This design comes from an exercise in tuning for small area, a short achievable clock period and few clock cycles per item on the open sky130 flow, not from production work. No run shown here included a check of the RTL's function; only the layout flow was run. No activity file was given, so power comes from the tool's default toggle rates.

==> flow/design.v, too long to show whole: its modules and the start of the top module <==
// module multiplier: 1042 lines
// module mul_fa: 4 lines
// module mul_ha: 4 lines
module multiplier(
  output [63:0] prod,
  output busy,
  input [31:0] mc,
  input [31:0] mp,
  input clk,
  input rst,
  input start);
  // ...
==> flow/flow/run.sh <==
#!/bin/bash
# Layout flow: the standard flow (standard synthesis and ORFS steps), except
# that the port buffers inserted before global placement are buf_2 cells
# instead of the delay-cell buffers ORFS picks by default. Every input and
# output port still gets its own buffer.
set -euo pipefail
export BUFFER_PORTS_ARGS="-buffer_cell sky130_fd_sc_hd__buf_2"
bash standard.sh finish > standard_flow.log 2>&1
==> flow/standard.sh <==
#!/bin/bash
# synth_recipe.tcl (not shown) runs the flow's synth.tcl, then flattens the netlist and writes it again
# the make line also repeats each setting of config.mk as NAME=value (left out here)
make -C /OpenROAD-flow-scripts/flow DESIGN_CONFIG=/design/flow/config.mk WORK_HOME=/design/flow/orfs CLKGATE_MAP_FILE= SYNTH_SCRIPT=/design/flow/synth_recipe.tcl "${@:-finish}"
==> flow/config.mk <==
export PLATFORM = sky130hd
export DESIGN_NAME = multiplier
export DESIGN_NICKNAME = multiplier
export VERILOG_FILES = /design/flow/design.v
export SDC_FILE = /design/flow/constraint.sdc
export NUM_CORES = 4
export LEC_CHECK = 0
export CAP_MARGIN = 20
export CORE_MARGIN = 2
export CORE_UTILIZATION = 50
export SETUP_SLACK_MARGIN = 0.1
export SLEW_MARGIN = 20
export SYNTH_HIERARCHICAL = 1
export SYNTH_MINIMUM_KEEP_SIZE = 0
==> flow/constraint.sdc <==
create_clock -name core_clock -period 4.0 [get_ports {clk}]
set_input_delay 0.8000 -clock core_clock [delete_from_list [all_inputs] [get_ports {clk}]]
set_output_delay 0.8000 -clock core_clock [all_outputs]
set_load 0.01 [all_outputs]
==> results.txt, run 1 <==
most frequent cell after synthesis fa_1; multi-input gate share of total cell area between 50% and 60%; # DRC 0; largest net degree at the start of global routing between 70 and 80; DR pass1 iterations 7; max layer used met4; share of cells above drive strength 1 a little over a quarter; cts repair resizes 3; critical path's top delay family adder cells; Crit Path Category reg2reg; clkbuf count 17; first-pass GRT wire length 80000 µm; Ys Warns 7; synth top area cells fa_1, edfxtp_1, xnor2_1; Post-CTS Hold Fix Bufs 0; Tapcells 442; status finished clean; Synth top area share approximately 23%; Fmax between 200 and 300 MHz; Hold Path Origin cnt[0]$_SDFF_PP0_; worst min path class reg2reg; Final Core Density about three fifths; Sequential Area ~4200 µm²; clock latency on the worst-skew pair about 450 ps; Max Cap Violations 0; most frequent cells in the layout fa_1, buf_4, buf_2; met2 global-route usage 49.7%; CTS tree yes; Yosys reg bits 154; r2r worst-path depth 10; Logic pwr share between 60% and 70%; Sw Pwr around 0.008 W; met2 WL about 25000 µm; Finished Cell Area around 19000 µm²; grt peak-use layer met2; Reg clk slew, reported paths roughly 70 ps; post-synthesis simple-gate area fraction 5.55%; crit-path cells buf_12 > buf_12 > buf_12 > and2_1 > fa_1 > fa_1 > fa_2 > fa_1 > fa_1 > ha_1
==> run 2: changes to the inputs <==
--- a/flow/design.v
+++ b/flow/design.v
@@ -7,54 +7,55 @@
   input rst,
   input start);
 reg [31:0] M, S;
 reg [30:0] C;
 reg [23:0] Q;
 reg [11:0] Ls, Lc;
 reg t, cl, busy_r;
 reg [1:0] cnt;
-reg [1:0] r_one, r_two, r_neg;   
+reg [5:0] d_one, d_two, d_neg;
 wire fin = busy_r & (cnt == 2'd1);
 wire it = start | busy_r;
-wire dkeep = ~rst & (start | (busy_r & ~fin));   
-function [17:0] dec;
-  input [12:0] b;
-  integer k;
-  reg [5:0] o, w, n;
-  begin
-    for (k = 0; k < 6; k = k + 1) begin
-      o[k] = b[2*k+1] ^ b[2*k];
-      w[k] = (b[2*k+2] ^ b[2*k+1]) & ~(b[2*k+1] ^ b[2*k]);
-      n[k] = b[2*k+2];
-    end
-    dec = {n, w, o};
-  end
-endfunction
-wire [17:0] dhi = dec({busy_r ? Q[8:0] : {mp[7:0], 1'd0}, 4'd0});
-wire [17:0] dlo = dec({8'd0, busy_r ? Q[12:8] : {mp[11:7]}});
-wire [5:0] d_one = {dhi[5:2], r_one};
-wire [5:0] d_two = {dhi[11:8], r_two};
-wire [5:0] d_neg = {dhi[17:14], r_neg};
+wire [12:0] dec0_b = {{mp[7:0], 4'd0}, 1'b0};
+wire [5:0] dec0_o, dec0_w, dec0_n;
+assign dec0_o[0] = 1'b0;
+assign dec0_w[0] = 1'b0;
+assign dec0_o[1] = 1'b0;
+assign dec0_w[1] = 1'b0;
+mul_dec ud1 (.b(dec0_b[6:4]), .o(dec0_o[2]), .w(dec0_w[2]));
+mul_dec ud2 (.b(dec0_b[8:6]), .o(dec0_o[3]), .w(dec0_w[3]));
+mul_dec ud3 (.b(dec0_b[10:8]), .o(dec0_o[4]), .w(dec0_w[4]));
+mul_dec ud4 (.b(dec0_b[12:10]), .o(dec0_o[5]), .w(dec0_w[5]));
+assign dec0_n = {dec0_b[12], dec0_b[10], dec0_b[8], dec0_b[6], dec0_b[4], dec0_b[2]};
+wire [17:0] dec0 = {dec0_n, dec0_w, dec0_o};
+wire [12:0] decn_b = busy_r ? Q[12:0] : {mp[19:7]};
+wire [5:0] decn_o, decn_w, decn_n;
+mul_dec ud5 (.b(decn_b[2:0]), .o(decn_o[0]), .w(decn_w[0]));
+mul_dec ud6 (.b(decn_b[4:2]), .o(decn_o[1]), .w(decn_w[1]));
+mul_dec ud7 (.b(decn_b[6:4]), .o(decn_o[2]), .w(decn_w[2]));
+mul_dec ud8 (.b(decn_b[8:6]), .o(decn_o[3]), .w(decn_w[3]));
+mul_dec ud9 (.b(decn_b[10:8]), .o(decn_o[4]), .w(decn_w[4]));
+mul_dec ud10 (.b(decn_b[12:10]), .o(decn_o[5]), .w(decn_w[5]));
+assign decn_n = {decn_b[12], decn_b[10], decn_b[8], decn_b[6], decn_b[4], decn_b[2]};
+wire [17:0] decn = {decn_n, decn_w, decn_o};
 wire [31:0] Me = busy_r ? M : mc;
-wire [5:0] oe = d_one;
-wire [5:0] we = d_two;
-wire [5:0] ne = d_neg;
+wire [5:0] oe = busy_r ? d_one : dec0[5:0];
+wire [5:0] we = busy_r ? d_two : dec0[11:6];
+wire [5:0] ne = busy_r ? d_neg : dec0[17:12];
 wire [31:0] Se = S & {32{busy_r}};
 wire [30:0] Ce = C & {31{busy_r}};
 wire te = t | ~busy_r;
 wire [32:0] Mx = {Me[31], Me};
 wire [33:0] Mx2 = {Mx, 1'b0};
-wire [32:0] Mr = {M[31], M};
-wire [33:0] Mr2 = {Mr, 1'b0};
-wire [32:0] x0 = ({33{d_one[0]}} & Mr) | ({33{d_two[0]}} & Mr2[32:0]);
-wire [32:0] p0 = x0 ^ {33{d_neg[0]}};
+wire [32:0] x0 = ({33{oe[0]}} & Mx) | ({33{we[0]}} & Mx2[32:0]);
+wire [32:0] p0 = x0 ^ {33{ne[0]}};
 wire [33:0] pp0 = {~p0[32], p0};
-wire [32:0] x1 = ({33{d_one[1]}} & Mr) | ({33{d_two[1]}} & Mr2[32:0]);
-wire [32:0] p1 = x1 ^ {33{d_neg[1]}};
+wire [32:0] x1 = ({33{oe[1]}} & Mx) | ({33{we[1]}} & Mx2[32:0]);
+wire [32:0] p1 = x1 ^ {33{ne[1]}};
 wire [33:0] pp1 = {~p1[32], p1};
 wire [32:0] x2 = ({33{oe[2]}} & Mx) | ({33{we[2]}} & Mx2[32:0]);
 wire [32:0] p2 = x2 ^ {33{ne[2]}};
 wire [33:0] pp2 = {~p2[32], p2};
 wire [32:0] x3 = ({33{oe[3]}} & Mx) | ({33{we[3]}} & Mx2[32:0]);
 wire [32:0] p3 = x3 ^ {33{ne[3]}};
 wire [33:0] pp3 = {~p3[32], p3};
 wire [32:0] x4 = ({33{oe[4]}} & Mx) | ({33{we[4]}} & Mx2[32:0]);
@@ -75,67 +76,67 @@
 mul_fa u5 (.a(Ce[2]), .b(Se[3]), .c(pp0[3]), .s(fs5), .co(fc5));
 wire fs6, fc6;
 mul_fa u6 (.a(pp1[1]), .b(fc3), .c(fs5), .s(fs6), .co(fc6));
 wire fs7, fc7;
 mul_fa u7 (.a(Ce[3]), .b(Se[4]), .c(ne[2]), .s(fs7), .co(fc7));
 wire fs8, fc8;
 mul_fa u8 (.a(pp0[4]), .b(pp1[2]), .c(fs7), .s(fs8), .co(fc8));
 wire fs9, fc9;
-mul_fa u9 (.a(fc5), .b(pp2[0]), .c(fs8), .s(fs9), .co(fc9));
+mul_fa u9 (.a(fc5), .b(fs8), .c(pp2[0]), .s(fs9), .co(fc9));
 wire fs10, fc10;
 mul_fa u10 (.a(Ce[4]), .b(Se[5]), .c(pp0[5]), .s(fs10), .co(fc10));
 wire fs11, fc11;
 mul_fa u11 (.a(pp1[3]), .b(fc7), .c(fs10), .s(fs11), .co(fc11));
 wire fs12, fc12;
 mul_fa u12 (.a(fc8), .b(pp2[1]), .c(fs11), .s(fs12), .co(fc12));
 wire fs13, fc13;
 mul_fa u13 (.a(Ce[5]), .b(Se[6]), .c(ne[3]), .s(fs13), .co(fc13));
 wire fs14, fc14;
 mul_fa u14 (.a(pp0[6]), .b(pp1[4]), .c(fs13), .s(fs14), .co(fc14));
 wire fs15, fc15;
-mul_fa u15 (.a(fc10), .b(pp2[2]), .c(pp3[0]), .s(fs15), .co(fc15));
+mul_fa u15 (.a(fc10), .b(fs14), .c(pp2[2]), .s(fs15), .co(fc15));
 wire fs16, fc16;
-mul_fa u16 (.a(fs14), .b(fc11), .c(fs15), .s(fs16), .co(fc16));
+mul_fa u16 (.a(pp3[0]), .b(fc11), .c(fs15), .s(fs16), .co(fc16));
 wire fs17, fc17;
 mul_fa u17 (.a(Ce[6]), .b(Se[7]), .c(pp0[7]), .s(fs17), .co(fc17));
 wire fs18, fc18;
 mul_fa u18 (.a(pp1[5]), .b(fc13), .c(fs17), .s(fs18), .co(fc18));
 wire fs19, fc19;
 mul_fa u19 (.a(fc14), .b(pp2[3]), .c(pp3[1]), .s(fs19), .co(fc19));
 wire fs20, fc20;
 mul_fa u20 (.a(fs18), .b(fc15), .c(fs19), .s(fs20), .co(fc20));
 wire fs21, fc21;
 mul_fa u21 (.a(Ce[7]), .b(Se[8]), .c(ne[4]), .s(fs21), .co(fc21));
 wire fs22, fc22;
 mul_fa u22 (.a(pp0[8]), .b(pp1[6]), .c(fs21), .s(fs22), .co(fc22));
 wire fs23, fc23;
-mul_fa u23 (.a(fc17), .b(pp2[4]), .c(pp3[2]), .s(fs23), .co(fc23));
+mul_fa u23 (.a(fc17), .b(fs22), .c(pp2[4]), .s(fs23), .co(fc23));
 wire fs24, fc24;
-mul_fa u24 (.a(pp4[0]), .b(fs22), .c(fc18), .s(fs24), .co(fc24));
+mul_fa u24 (.a(pp3[2]), .b(pp4[0]), .c(fc18), .s(fs24), .co(fc24));
 wire fs25, fc25;
 mul_fa u25 (.a(fc19), .b(fs23), .c(fs24), .s(fs25), .co(fc25));
 wire fs26, fc26;
 mul_fa u26 (.a(Ce[8]), .b(Se[9]), .c(pp0[9]), .s(fs26), .co(fc26));
 wire fs27, fc27;
 mul_fa u27 (.a(pp1[7]), .b(fc21), .c(fs26), .s(fs27), .co(fc27));
 wire fs28, fc28;
 mul_fa u28 (.a(fc22), .b(pp2[5]), .c(pp3[3]), .s(fs28), .co(fc28));
 wire fs29, fc29;
 mul_fa u29 (.a(pp4[1]), .b(fs27), .c(fc23), .s(fs29), .co(fc29));
 wire fs30, fc30;
-mul_fa u30 (.a(fs28), .b(fc24), .c(fs29), .s(fs30), .co(fc30));
+mul_fa u30 (.a(fc24), .b(fs28), .c(fs29), .s(fs30), .co(fc30));
 wire fs31, fc31;
 mul_fa u31 (.a(Ce[9]), .b(Se[10]), .c(ne[5]), .s(fs31), .co(fc31));
 wire fs32, fc32;
 mul_fa u32 (.a(pp0[10]), .b(pp1[8]), .c(fs31), .s(fs32), .co(fc32));
 wire fs33, fc33;
-mul_fa u33 (.a(fc26), .b(pp2[6]), .c(pp3[4]), .s(fs33), .co(fc33));
+mul_fa u33 (.a(fc26), .b(fs32), .c(pp2[6]), .s(fs33), .co(fc33));
 wire fs34, fc34;
-mul_fa u34 (.a(pp4[2]), .b(pp5[0]), .c(fs32), .s(fs34), .co(fc34));
+mul_fa u34 (.a(pp3[4]), .b(pp4[2]), .c(pp5[0]), .s(fs34), .co(fc34));
 wire fs35, fc35;
 mul_fa u35 (.a(fc27), .b(fc28), .c(fs33), .s(fs35), .co(fc35));
 wire fs36, fc36;
 mul_fa u36 (.a(fs34), .b(fc29), .c(fs35), .s(fs36), .co(fc36));
 wire fs37, fc37;
 mul_fa u37 (.a(Ce[10]), .b(Se[11]), .c(pp0[11]), .s(fs37), .co(fc37));
 wire fs38, fc38;
 mul_fa u38 (.a(pp1[9]), .b(fc31), .c(fs37), .s(fs38), .co(fc38));
@@ -391,19 +392,19 @@
 mul_fa u163 (.a(~te), .b(pp0[32]), .c(pp1[30]), .s(fs163), .co(fc163));
 wire fs164, fc164;
 mul_fa u164 (.a(fc157), .b(fs163), .c(pp2[28]), .s(fs164), .co(fc164));
 wire fs165, fc165;
 mul_fa u165 (.a(pp3[26]), .b(pp4[24]), .c(pp5[22]), .s(fs165), .co(fc165));
 wire fs166, fc166;
 mul_fa u166 (.a(fc158), .b(fc159), .c(fs164), .s(fs166), .co(fc166));
 wire fs167, fc167;
-mul_fa u167 (.a(fs165), .b(fc160), .c(fs166), .s(fs167), .co(fc167));
+mul_fa u167 (.a(fs165), .b(fc160), .c(fc161), .s(fs167), .co(fc167));
 wire hs168, hc168;
-mul_ha u168 (.a(fc161), .b(fs167), .s(hs168), .co(hc168));
+mul_ha u168 (.a(fs166), .b(fs167), .s(hs168), .co(hc168));
 wire fs169, fc169;
 mul_fa u169 (.a(te), .b(pp0[33]), .c(pp1[31]), .s(fs169), .co(fc169));
 wire fs170, fc170;
 mul_fa u170 (.a(fc163), .b(fs169), .c(pp2[29]), .s(fs170), .co(fc170));
 wire fs171, fc171;
 mul_fa u171 (.a(pp3[27]), .b(pp4[25]), .c(pp5[23]), .s(fs171), .co(fc171));
 wire fs172, fc172;
 mul_fa u172 (.a(fc164), .b(fc165), .c(fs170), .s(fs172), .co(fc172));
@@ -413,33 +414,33 @@
 mul_ha u174 (.a(fc167), .b(fs173), .s(hs174), .co(hc174));
 wire fs175, fc175;
 mul_fa u175 (.a(1'b1), .b(pp1[32]), .c(fc169), .s(fs175), .co(fc175));
 wire fs176, fc176;
 mul_fa u176 (.a(pp2[30]), .b(pp3[28]), .c(pp4[26]), .s(fs176), .co(fc176));
 wire fs177, fc177;
 mul_fa u177 (.a(pp5[24]), .b(fs175), .c(fc170), .s(fs177), .co(fc177));
 wire fs178, fc178;
-mul_fa u178 (.a(fc171), .b(fs176), .c(fc172), .s(fs178), .co(fc178));
+mul_fa u178 (.a(fc171), .b(fs176), .c(fs177), .s(fs178), .co(fc178));
 wire fs179, fc179;
-mul_fa u179 (.a(fs177), .b(fc173), .c(fs178), .s(fs179), .co(fc179));
+mul_fa u179 (.a(fc172), .b(fs178), .c(fc173), .s(fs179), .co(fc179));
 wire fs180, fc180;
-mul_fa u180 (.a(pp1[33]), .b(pp2[31]), .c(pp3[29]), .s(fs180), .co(fc180));
+mul_fa u180 (.a(pp1[33]), .b(fc175), .c(pp2[31]), .s(fs180), .co(fc180));
 wire fs181, fc181;
-mul_fa u181 (.a(pp4[27]), .b(pp5[25]), .c(fc175), .s(fs181), .co(fc181));
+mul_fa u181 (.a(pp3[29]), .b(pp4[27]), .c(pp5[25]), .s(fs181), .co(fc181));
 wire fs182, fc182;
 mul_fa u182 (.a(fc176), .b(fs180), .c(fs181), .s(fs182), .co(fc182));
 wire fs183, fc183;
 mul_fa u183 (.a(fc177), .b(fs182), .c(fc178), .s(fs183), .co(fc183));
 wire fs184, fc184;
 mul_fa u184 (.a(1'b1), .b(pp2[32]), .c(pp3[30]), .s(fs184), .co(fc184));
 wire fs185, fc185;
 mul_fa u185 (.a(pp4[28]), .b(pp5[26]), .c(fc180), .s(fs185), .co(fc185));
 wire fs186, fc186;
-mul_fa u186 (.a(fs184), .b(fc181), .c(fs185), .s(fs186), .co(fc186));
+mul_fa u186 (.a(fc181), .b(fs184), .c(fs185), .s(fs186), .co(fc186));
 wire hs187, hc187;
 mul_ha u187 (.a(fc182), .b(fs186), .s(hs187), .co(hc187));
 wire fs188, fc188;
 mul_fa u188 (.a(pp2[33]), .b(pp3[31]), .c(pp4[29]), .s(fs188), .co(fc188));
 wire fs189, fc189;
 mul_fa u189 (.a(pp5[27]), .b(fc184), .c(fs188), .s(fs189), .co(fc189));
 wire fs190, fc190;
 mul_fa u190 (.a(fc185), .b(fs189), .c(fc186), .s(fs190), .co(fc190));
@@ -1017,34 +1018,38 @@
 wire [44:0] Tp = R0 ^ R1;
 wire [44:0] Tg = R0 & R1;
 always @(posedge clk) begin
   if (rst) busy_r <= 1'b0;
   else if (start) busy_r <= 1'b1;
   else if (fin) busy_r <= 1'b0;
   cnt <= start ? 2'd0 : cnt + 2'd1;
   M <= Me;
-  if (start) Q <= {3'd0, {mp[31:11]}};
+  if (start) Q <= {11'd0, {mp[31:19]}};
   else if (busy_r) Q <= {F[11:0], Q[23:12]};
-  r_one <= dlo[1:0] & {2{dkeep}};
-  r_two <= dlo[7:6] & {2{dkeep}};
-  r_neg <= dlo[13:12] & {2{dkeep}};
+  d_one <= decn[5:0];
+  d_two <= decn[11:6];
+  d_neg <= decn[17:12];
   if (it) begin
     S <= Tp[43:12];
     C <= Tg[42:12];
     t <= Tp[44] | Tg[43];
     Ls <= Tp[11:0];
     Lc <= Tg[11:0];
     cl <= csh & busy_r;
   end
 end
 assign busy = busy_r;
 wire [67:0] Pfull = {F, Q[23:0]};
 assign prod = Pfull[67:4];
 endmodule
+module mul_dec(input [2:0] b, output o, output w);
+  assign o = b[1] ^ b[0];
+  assign w = b[2] ? ~(b[1] | b[0]) : (b[1] & b[0]);
+endmodule
 module mul_fa(input a, input b, input c, output s, output co);
   assign s = a ^ b ^ c;
   assign co = (a & b) | (c & (a ^ b));
 endmodule
 module mul_ha(input a, input b, output s, output co);
   assign s = a ^ b;
   assign co = a & b;
 endmodule
==> flow/config.mk (replaced) <==
export PLATFORM = sky130hd
export DESIGN_NAME = multiplier
export DESIGN_NICKNAME = multiplier
export VERILOG_FILES = /design/flow/design.v
export SDC_FILE = /design/flow/constraint.sdc
export NUM_CORES = 4
export LEC_CHECK = 0
export CAP_MARGIN = 20
export CORE_MARGIN = 2
export CORE_UTILIZATION = 40
export SETUP_SLACK_MARGIN = 0.1
export SLEW_MARGIN = 20
export SYNTH_HIERARCHICAL = 1
export SYNTH_MINIMUM_KEEP_SIZE = 0
==> run 2 against run 1 <==
Compared with the run above:
- now fails the layout checks on negative setup slack
- maximum frequency is 3.8% lower
- routed wire length is 10% lower
- flip-flop and latch count is 12 higher
- highest routed layer unchanged
- first-iteration DRC count is 28% lower
- combinational power is 14% higher
- hold slack worse by 3.0 ps
==> results.txt, run 2 <==
status failed layout checks; SO Viols negative setup slack; Async SR Flop Fraction 0%; gr ovfl total 0; vias in the first global route approximately 12000; Ant. Diodes 0; Final setup viols 4; Initial DRC Count 972; Max Slew Vio Count 0; Finished Cell Area 20200 µm² (+3.6%); Clk pwr share 9.0%; clk sinks ~170; Buf/Inv on CP 2; die span in y 204 µm; CP arrival roughly 4300 ps; Critical Path RT roughly 4200 ps; Post-Syn Area roughly 16000 µm²; # DRC 0 (unchanged); antenna violations before repair 0; Post-CTS Hold Fix Bufs 0 (unchanged); CTS buffer count 17; H-tree depth 4; Fmax 247 MHz (-3.8%); Final Critical Period 4040 ps; overall routed net length roughly 48000 µm; CTS tree yes; routed vias between 10000 and 15000; Post-synth top cells xnor2_1, fa_1, o22ai_1, edfxtp_1, ha_1; Max Cap Violations 0 (unchanged); DP HPWL between 30000 and 40000 µm; Final Hold Vio Count 0; slew margin rel. 53.9%; synth top area cells fa_1, edfxtp_1, xnor2_1; Fillers between 3000 and 4000; DP Area ~18000 µm²; Sw Pwr 0.00838 W (+7.2%); PwrDens ~950 nW/µm²; site row count 73; largest net degree at the start of global routing 103 (+41%); clock root cell clkbuf_16; Reg clk slew, reported paths 80 ps (about the same); Worst path max stage delay 580 ps; crit-path cells and2_4 > buf_12 > buf_12 > a22oi_2 > xnor2_2 > fa_1 > fa_2 > fa_2 > fa_2 > fa_2 > ha_4; io pins approximately 130; Tcrit/Tclk final 101%; critical path endpoint category flip-flop; Logic pwr share 69.7% (+2.2 points); share of cells above drive strength 1 36.3% (+9.8 points); Mapped Cells 1422; Core ar. between 30000 and 40000 µm²; sequential fraction of the synthesis area between 20 and 30%; most frequent cells in the layout xnor2_1, buf_2, buf_4; CTS Buffer Depth 2; most frequent cell after synthesis xnor2_1; P_int about 0.011 W; DR pass1 iterations 5 (-2); critical path's top delay family adder cells; mean post-synth cell area approximately 11 µm²; Ys Warns 7 (unchanged); Yosys reg bits 166 (+7.8%); registers with the most flip-flops M (32), S (32), C (31); Post-synth EDFFs ~100; Synth top area share 24.0% (+0.75 points); sw frac between 40% and 50%; Peak VDD IR about 0.00056 V; fin nets between 1500 and 2000; clock latency on the worst-skew pair 460 ps (about the same); Final WS setup -42.5 ps; pre-CTS WS -480 ps; Synth cell types 61; drt wl/cell around 22 µm; dominant cell type by area after synthesis fa_1; Worst Path Max Fanout 9; post-route setup TNS -60.0 ps; Starting Density 40.5%; Crit Path Category reg2reg; IO Port Bufs around 130; most used cell, CP fa_2; Layout Area Growth over Synthesis 25.9%; GRT Total Usage a little under a quarter; worst min path class reg2reg; main flop type after synthesis edfxtp_1; first-pass GRT wire length 72500 µm (-9.4%); vias per cell 5.50; GP Congestion just under 0.9; die area ~42000 µm²; post-route antenna net violation count 0; Worst Skew 18.1 ps; Flop pwr share 21.4%; commonest non-fill, non-tap cell in the layout xnor2_1; Power Total roughly 0.019 W; leak pwr about 8 nW; Die Wd 204 µm; RSZ-0062 raised after global routing true; pin slew with the least headroom to its limit slightly below 700 ps; startpoint types flip-flop; Critical-path top delay cell fa_1
[run 2: repair_timing]
item,CTS,global route
pin swaps,66,72
endpoints found under the setup margin,76,77
resized for setup,134,82
setup buffers,37,18
cloned,6,1
[run 2: final cells by class]
| type | instances | area, µm² | area share [%] |
|---|---|---|---|
| multi-input combinational | 1042 | 11700 | 57.8 |
| sequential | 166 | 4350 | 21.5 |
| timing repair buffer | 314 | 2610 | 12.9 |
| tap | 525 | 657 | 3.25 |
| clock buffer | 17 | 425 | 2.11 |
| inverter | 76 | 300 | 1.49 |
| clock inverter | 15 | 188 | 0.929 |
[run 2: worst paths after layout]
kind / startpoint / end / slack [ps] / cells past startpoint
min: cnt[0]$_SDFF_PP0_ / cnt[0]$_SDFF_PP0_ / 410 / 1
max reg2reg: busy_r$_SDFFE_PP0P_ / S[14]$_DFFE_PP_ / -40 / 11
max: busy_r$_SDFFE_PP0P_ / S[14]$_DFFE_PP_ / -40 / 11
min reg2reg: cnt[0]$_SDFF_PP0_ / cnt[0]$_SDFF_PP0_ / 410 / 1
[run 2: kinds of logic after synthesis]
kind of cell             Yosys count  synth area share, %
adder cells (fa/ha/maj)          270                 30.0
AO/OA/AOI/OAI                    266                 11.2
XOR/XNOR                         231                 12.6
buffers and inverters            219                 6.75
AND/OR/NAND/NOR                  177                 6.03
flip-flops                       166                 27.1
multiplexers                      91                 6.19
other                              2               0.0468
[run 2: metrics by stage]
step	hold WS [ps]	util (%)	instances
after floorplan	390	-	1427
after global placement	400	45.4	2063
after detailed placement	404	45.4	2063
after CTS	416	49.6	2137
after global routing	422	50.9	2155
final	415	50.9	2155
[run 2: worst register-to-register path: cells and delay by family, from the launching register on]
kind,cells,cell delay [ps]
AO/OA/AOI/OAI,1,220
buffers and inverters,2,290
XOR/XNOR,1,130
flip-flops,1,360
AND/OR/NAND/NOR,1,160
adder cells (fa/ha/maj),6,2660
[run 2: metal layers]
metal | GRT usage, % | share of wire [%] | up-vias
met5 | 0 | 0 | -
met2 | 38.9 | 49 | 457
met4 | 7.04 | 2.8 | 0
li1 | - | - | 5300
met1 | 30.8 | 42 | 6007
met3 | 3.84 | 6.3 | 88
[run 2: power by group through the flow]
stage	sequential (W)	clock, W	combinational (W)
floorplan	0.00386	0	0.00819
global placement	0.00410	0	0.0112
detailed placement	0.00412	0	0.0114
CTS	0.00407	0.00176	0.0124
global route	0.00418	0.00182	0.0149
finish	0.00410	0.00172	0.0134
[run 2: Yosys stat by module, one instance, submodules excluded]
| module | flip-flops and latches | area, µm² | copies in the design |
|---|---|---|---|
| mul_dec | 0 | 47.5 | 10 |
| mul_fa | 0 | 20.0 | 192 |
| mul_ha | 0 | 12.5 | 7 |
| multiplier | 166 | 11600 | 1 |

[separate check: timing with driven ports]
No port has a modelled driver above. Below, the same layouts with a new extraction and two added sets of constraints.
Step 1: set_driving_cell puts a clkbuf_16 on clk and a buf_2 on each other input, an assumption about the parent block.
Step 2 adds t to the input delays and takes it off the output delays; t is the mean of the earliest and latest rising clock arrival at the registers after step 1. Input paths then give back, and output paths get back, about the clock's delay inside the block.
Three values: no drivers, after step 1, after step 2; two values: the first two.
run	t, ns	slack for setup (ns)	worst setup path at the end	worst slew at a driven data input, ns
run 1	0.500	0.110 / 0.110 / -0.121	input to register	0.06
run 2	0.504	-0.043 / -0.043 / -0.382	input to register	0.07
Met with ideal ports but missed after step 2: setup timing in run 1. For run 2, which loses most, drivers alone change the setup slack by 0.000 ns; drivers and shift together by -0.339 ns.
